From an optimization exercise on the open Yosys and OpenROAD flow, aimed at small area, a short achievable clock period and few clock cycles; shortcuts taken in it are not production practice.
Only simulation tests tie the RTL to the original design; equivalence was not proved.
Power is estimated from default activity; no workload was simulated.

==> flow/design.v <==
module	ARM_AddressAdder
	(input logic[31:0]	i_Base,
	input logic[11:0]	i_Offset,
	output logic[31:0]	o_Address);
	logic[11:0]		s_G[4:0];
	logic[11:0]		s_P[4:0];
	logic[11:0]		s_X;
	logic[11:0]		s_C;
	logic[19:0]		s_Ones[5:0];
	assign s_X		= i_Base[11:0] ^ i_Offset;
	assign s_G[0]	= i_Base[11:0] & i_Offset;
	assign s_P[0]	= s_X;
	genvar	l, k;
	generate
		for (l = 0; l < 4; l++)
		begin : carry_level
			for (k = 0; k < 12; k++)
			begin : bit_k
				if (k >= (1 << l))
				begin
					assign s_G[l + 1][k] = s_G[l][k] | (s_P[l][k] & s_G[l][k - (1 << l)]);
					assign s_P[l + 1][k] = s_P[l][k] & s_P[l][k - (1 << l)];
				end
				else
				begin
					assign s_G[l + 1][k] = s_G[l][k];
					assign s_P[l + 1][k] = s_P[l][k];
				end
			end
		end
		assign s_Ones[0] = {i_Base[30:12], 1'b1};
		for (l = 0; l < 5; l++)
		begin : ones_level
			for (k = 0; k < 20; k++)
			begin : bit_k
				if (k >= (1 << l))
					assign s_Ones[l + 1][k] = s_Ones[l][k] & s_Ones[l][k - (1 << l)];
				else
					assign s_Ones[l + 1][k] = s_Ones[l][k];
			end
		end
	endgenerate
	assign s_C = {s_G[4][10:0], 1'b0};
	assign o_Address[11:0]	= s_X ^ s_C;
	assign o_Address[31:12]	= i_Base[31:12] ^ ({20{s_G[4][11]}} & s_Ones[5]);
endmodule
module	ARM_ConditionCheck
	(input logic[3:0]	i_Cond,
	input logic			i_N, i_Z, i_C, i_V,
	output logic		o_Pass);
	logic		s_Base;
	always_comb
	begin
		case (i_Cond[3:1])
			3'b000:		s_Base = i_Z;
			3'b001:		s_Base = i_C;
			3'b010:		s_Base = i_N;
			3'b011:		s_Base = i_V;
			3'b100:		s_Base = i_C & ~i_Z;
			3'b101:		s_Base = i_N == i_V;
			3'b110:		s_Base = ~i_Z & (i_N == i_V);
			default:	s_Base = 1'b1;
		endcase
	end
	assign o_Pass = (i_Cond == 4'b1110) | (s_Base ^ i_Cond[0]);
endmodule
module ARM_SingleCycle_CPU
	#(parameter	BusWidth	= 32)
	(input logic		i_CLK, i_RESET,
	input logic[(BusWidth - 1):0]	i_Instr,
	output logic[(BusWidth - 1):0]	o_PC,
	output logic[(BusWidth - 1):0]	o_Data_Address,
	output logic					o_Mem_Write,
	output logic[(BusWidth - 1):0]	o_Write_Data,
	input logic[(BusWidth - 1):0]	i_Read_Data);
	logic[3:0]	s_Cond, s_Cmd, s_Rn, s_Rd, s_Rm;
	logic[1:0]	s_Op;
	logic		s_I, s_S;
	assign s_Cond	= i_Instr[31:28];
	assign s_Op		= i_Instr[27:26];
	assign s_I		= i_Instr[25];
	assign s_Cmd	= i_Instr[24:21];
	assign s_S		= i_Instr[20];
	assign s_Rn		= i_Instr[19:16];
	assign s_Rd		= i_Instr[15:12];
	assign s_Rm		= i_Instr[3:0];
	logic		s_DP, s_Mem, s_Branch, s_Load;
	assign s_DP		= ~s_Op[1] & ~s_Op[0];
	assign s_Mem	= ~s_Op[1] &  s_Op[0];
	assign s_Branch	=  s_Op[1];
	assign s_Load	= s_Mem & s_S;
	logic		s_Sub, s_Logic, s_Cmp;
	assign s_Sub	= s_DP & s_Cmd[1];
	assign s_Logic	= s_DP & ~s_Cmd[1] & (s_Cmd[3] == s_Cmd[2]);
	assign s_Cmp	= s_Cmd[3] & s_Cmd[1];
	logic[31:0]	s_PC;
	logic		s_N, s_Z, s_C, s_V;
	logic[31:0]	s_PC_Plus4, s_PC_Plus8;
	assign s_PC_Plus4 = s_PC + 32'd4;
	assign s_PC_Plus8 = s_PC + 32'd8;
	logic		s_Cond_Pass;
	ARM_ConditionCheck	ConditionCheck
		(s_Cond, s_N, s_Z, s_C, s_V, s_Cond_Pass);
	logic[31:0]	s_RD1, s_RD2, s_Result;
	logic		s_Reg_Write;
	logic[3:0]	s_RA2;
	assign s_RA2 = s_Op[0] ? s_Rd : s_Rm;
	logic[31:0]	s_Regs[14:0];
	logic[14:0]	s_Valid;
	logic[14:0]	s_Write;
	logic[15:0]	s_Sel1, s_Sel2;
	always_comb
	begin
		for (int i = 0; i < 15; i++)
			s_Write[i] = s_Reg_Write & (s_Rd == i);
	end
	always_ff	@(posedge i_CLK, posedge i_RESET)
	begin
		if (i_RESET)	s_Valid <= 15'd0;
		else			s_Valid <= s_Valid | s_Write;
	end
	always_ff	@(posedge i_CLK)
	begin
		for (int i = 0; i < 15; i++)
			if (s_Write[i])	s_Regs[i] <= s_Result;
	end
	always_comb
	begin
		for (int i = 0; i < 15; i++)
		begin
			s_Sel1[i] = ~s_Branch & (s_Rn == i) & s_Valid[i];
			s_Sel2[i] = (s_RA2 == i) & s_Valid[i];
		end
		s_Sel1[15] = s_Branch | (s_Rn == 4'd15);
		s_Sel2[15] = (s_RA2 == 4'd15);
		s_RD1 = {32{s_Sel1[15]}} & s_PC_Plus8;
		s_RD2 = {32{s_Sel2[15]}} & s_PC_Plus8;
		for (int i = 0; i < 15; i++)
		begin
			s_RD1 = s_RD1 | ({32{s_Sel1[i]}} & s_Regs[i]);
			s_RD2 = s_RD2 | ({32{s_Sel2[i]}} & s_Regs[i]);
		end
	end
	logic[31:0]	s_B, s_B_X;
	always_comb
	begin
		case (s_Op)
			2'b00:		s_B = s_I ? {24'b0, i_Instr[7:0]} : s_RD2;
			default:	s_B = {{6{i_Instr[23]}}, i_Instr[23:0], 2'b00};
		endcase
	end
	assign s_B_X = s_B ^ {32{s_Sub}};
	ARM_AddressAdder	AddressAdder
		(s_RD1, i_Instr[11:0],
		o_Data_Address);
	logic[31:0]	s_Sum;
	logic		s_Carry;
	assign {s_Carry, s_Sum} = {1'b0, s_RD1} + {1'b0, s_B_X} + {32'b0, s_Sub};
	logic[31:0]	s_ALU;
	assign s_ALU = s_Logic ? (s_Cmd[3] ? (s_RD1 | s_B) : (s_RD1 & s_B)) : s_Sum;
	assign s_Result = s_Load ? i_Read_Data : s_ALU;
	logic		s_Flag_N, s_Flag_Z, s_Flag_C, s_Flag_V;
	assign s_Flag_N = s_ALU[31];
	assign s_Flag_Z = ~|s_ALU;
	assign s_Flag_C = s_Carry;
	assign s_Flag_V = (s_RD1[31] == s_B_X[31]) & (s_Sum[31] != s_RD1[31]);
	logic		s_Flag_Write;
	assign s_Flag_Write = s_Cond_Pass & s_DP & s_S;
	always_ff	@(posedge i_CLK, posedge i_RESET)
	begin
		if (i_RESET)
		begin
			s_N <= 1'b0;
			s_Z <= 1'b0;
			s_C <= 1'b0;
			s_V <= 1'b0;
		end
		else if (s_Flag_Write)
		begin
			s_N <= s_Flag_N;
			s_Z <= s_Flag_Z;
			if (~s_Logic)
			begin
				s_C <= s_Flag_C;
				s_V <= s_Flag_V;
			end
		end
	end
	logic		s_Writes_Rd, s_PC_Src;
	assign s_Writes_Rd	= (s_DP & ~s_Cmp) | s_Load;
	assign s_Reg_Write	= s_Cond_Pass & s_Writes_Rd;
	assign s_PC_Src		= s_Cond_Pass & (s_Branch | ((s_DP | s_Load) & (s_Rd == 4'd15)));
	always_ff	@(posedge i_CLK, posedge i_RESET)
	begin
		if (i_RESET)	s_PC <= 32'd0;
		else			s_PC <= s_PC_Src ? s_Result : s_PC_Plus4;
	end
	assign o_PC				= s_PC;
	assign o_Mem_Write		= s_Cond_Pass & s_Mem & ~s_S;
	assign o_Write_Data		= s_RD2;
endmodule
==> flow/config.mk <==
export PLATFORM = sky130hd
export DESIGN_NAME = ARM_SingleCycle_CPU
export DESIGN_NICKNAME = ARM_SingleCycle_CPU
export VERILOG_FILES = /design/flow/design.v
export SDC_FILE = /design/flow/constraint.sdc
export NUM_CORES = 4
export LEC_CHECK = 0
export ABC_AREA = 1
export CAP_MARGIN = 20
export CORE_MARGIN = 2
export CORE_UTILIZATION = 40
export CTS_BUF_LIST = sky130_fd_sc_hd__clkbuf_8
export CTS_CLUSTER_DIAMETER = 50
export CTS_CLUSTER_SIZE = 14
export PLACE_DENSITY = 0.75
export SLEW_MARGIN = 20
export SYNTH_HIERARCHICAL = 1
export TNS_END_PERCENT = 20
==> flow/constraint.sdc <==
create_clock -name core_clock -period 14.0 [get_ports {i_CLK}]
set_input_delay 2.8000 -clock core_clock [delete_from_list [all_inputs] [get_ports {i_CLK}]]
set_output_delay 2.8000 -clock core_clock [all_outputs]
set_load 0.01 [all_outputs]
standard.sh (not shown) runs the stock make flow with config.mk's settings and CLKGATE_MAP_FILE= SYNTH_SCRIPT=/design/flow/synth_recipe.tcl, a recipe that flattens the netlist after the stock synthesis.
==> flow/flow/run.sh <==
#!/bin/bash
# The standard layout with two changes to the timing repair: the port
# buffers start as buf_2 (repair resizes them as needed) and the repair aims
# for 5 ns of setup slack at the 14 ns clock.
set -euo pipefail
export BUFFER_PORTS_ARGS="-buffer_cell sky130_fd_sc_hd__buf_2"
export SETUP_SLACK_MARGIN=5
bash standard.sh > standard_flow.log 2>&1
Testbench counts at the start, summed over its fixed seeds: cycles 76,800.
Edit:
==> flow/flow/run.sh (replaced) <==
#!/bin/bash
# The standard layout with two changes to the timing repair: the port
# buffers start as buf_2 (repair resizes them as needed) and the repair aims
# for 5.25 ns of setup slack at the 14 ns clock.
set -euo pipefail
export BUFFER_PORTS_ARGS="-buffer_cell sky130_fd_sc_hd__buf_2"
export SETUP_SLACK_MARGIN=5.25
bash standard.sh > standard_flow.log 2>&1
Settings changed: CTS_CLUSTER_DIAMETER 50 to 55, CTS_CLUSTER_SIZE 14 to 16.
Die area is unchanged.
Total power fell by 0.94%.
Worst setup slack improved by 0.25 ns.
Hold slack improved by 0.0038 ns.
Clock skew fell by 0.0063 ns.
Utilization rose by 0.62 points.
Via count rose by 1.9%.
Sequential share of layout area fell by 0.60 points.
Design area rose by 1.4%.
Routed wire length rose by 1.4%.
Edit:
==> flow/run.sh (new file) <==
#!/bin/bash
# synth_recipe.tcl (not shown) runs the flow's synth.tcl, then flattens the netlist and writes it again
# the make line also repeats each setting of config.mk as NAME=value (left out here)
make -C /OpenROAD-flow-scripts/flow DESIGN_CONFIG=/design/flow/config.mk WORK_HOME=/design/flow/orfs CLKGATE_MAP_FILE= SYNTH_SCRIPT=/design/flow/synth_recipe.tcl finish
Settings changed: CTS_CLUSTER_DIAMETER 55 to default, CTS_CLUSTER_SIZE 16 to default, PLACE_DENSITY 0.75 to 0.6, SETUP_SLACK_MARGIN from default to 5, TNS_END_PERCENT 20 to default.
removed: flow/flow/run.sh
removed: flow/standard.sh
What happened:
- routed wire length is higher by 2.7%
- flip-flop and latch count does not change
- area after synthesis does not change
- critical path depth shrinks by 4
- setup slack loses 0.16 ns
- maximum frequency is lower by about 1.7%
- global-route usage grows by 1.3 points
- total power went up by 12%
- non-clock buffer count rises by 28
- core utilization came out higher by 2.6 points
Edit:
Settings changed: ABC_AREA 1 to default, SETUP_SLACK_MARGIN 5 to 4.
After rerunning: Worst setup slack is worse by 1.0 ns; count of clock-buffer cells in the layout rose by 3; register-to-register slack is worse by 1.1 ns; area after synthesis fell by about 2.8%; global-route usage rose by 4.8 points; utilization fell by 1.0 points; hold slack is better by 0.047 ns; synthesized cell count fell by 27%; wire length rose by 11%.
Edit:
==> flow/flow/run.sh (new file) <==
#!/bin/bash
# The standard layout with two changes to the timing repair: the port
# buffers start as buf_2 (repair resizes them as needed) and the repair aims
# for 6 ns of setup slack at the 14 ns clock.
set -euo pipefail
export BUFFER_PORTS_ARGS="-buffer_cell sky130_fd_sc_hd__buf_2"
export SETUP_SLACK_MARGIN=6
bash standard.sh > standard_flow.log 2>&1
==> flow/standard.sh (new file) <==
#!/bin/bash
# synth_recipe.tcl (not shown) runs the flow's synth.tcl, then flattens the netlist and writes it again
# the make line also repeats each setting of config.mk as NAME=value (left out here)
make -C /OpenROAD-flow-scripts/flow DESIGN_CONFIG=/design/flow/config.mk WORK_HOME=/design/flow/orfs CLKGATE_MAP_FILE= SYNTH_SCRIPT=/design/flow/synth_recipe.tcl "${@:-finish}"
Settings changed: ABC_AREA from default to 1, CTS_CLUSTER_DIAMETER from default to 60, CTS_CLUSTER_SIZE from default to 16, SETUP_SLACK_MARGIN 4 to default.
removed: flow/run.sh
Cell count climbs by 30%.
Via count increases by 8.2%.
Wire length fell by 6.4%.
Register-to-register slack improved by 1.4 ns.
Non-clock buffer count is higher by 136.
Combinational power shrinks by 12%.
Synthesized cell count went up by 38%.
Synthesized area rises by 2.8%.
Design area came out higher by 6.7%.
Sequential power went down by about 5%.

-- separate check: timing with driven ports --
How much do the figures lean on ideal ports? The routed layouts below were timed once more, with nothing changed but the port constraints.
Step 1 assumes that a clkbuf_16 drives the clock port and a buf_2 every other input.
Step 2 moves the port delays by t, midway between the first and last clock arrival at a register: inputs arrive t later, outputs are due t later. That takes back most of the time a late clock gives input paths.
a / b / c = ideal / step 1 / step 2; a / b = the first two.
| run | shift t [ns] | setup WS [ns] | clock arrival spread, ns | worst register clock-pin slew, ns | cell pins on the clock port's net |
|---|---|---|---|---|---|
| the first run | 0.774 | 4.893 / 4.861 / 4.376 | 0.064 / 0.064 | 0.10 / 0.10 | 1 |
| the second run | 0.748 | 5.140 / 5.087 / 4.696 | 0.058 / 0.057 | 0.11 / 0.11 | 1 |
| the third run | 0.759 | 4.984 / 4.955 / 4.444 | 0.048 / 0.048 | 0.07 / 0.07 | 1 |
| the fourth run | 0.796 | 3.982 / 3.961 / 3.573 | 0.064 / 0.064 | 0.07 / 0.07 | 1 |
| the fifth run | 0.765 | 5.475 / 5.400 / 5.400 | 0.075 / 0.074 | 0.12 / 0.12 | 1 |
After both steps setup and hold are still met in every run listed. The setup slack of the third run, which loses most, moves by -0.029 ns with the drivers and by -0.540 ns with both steps.
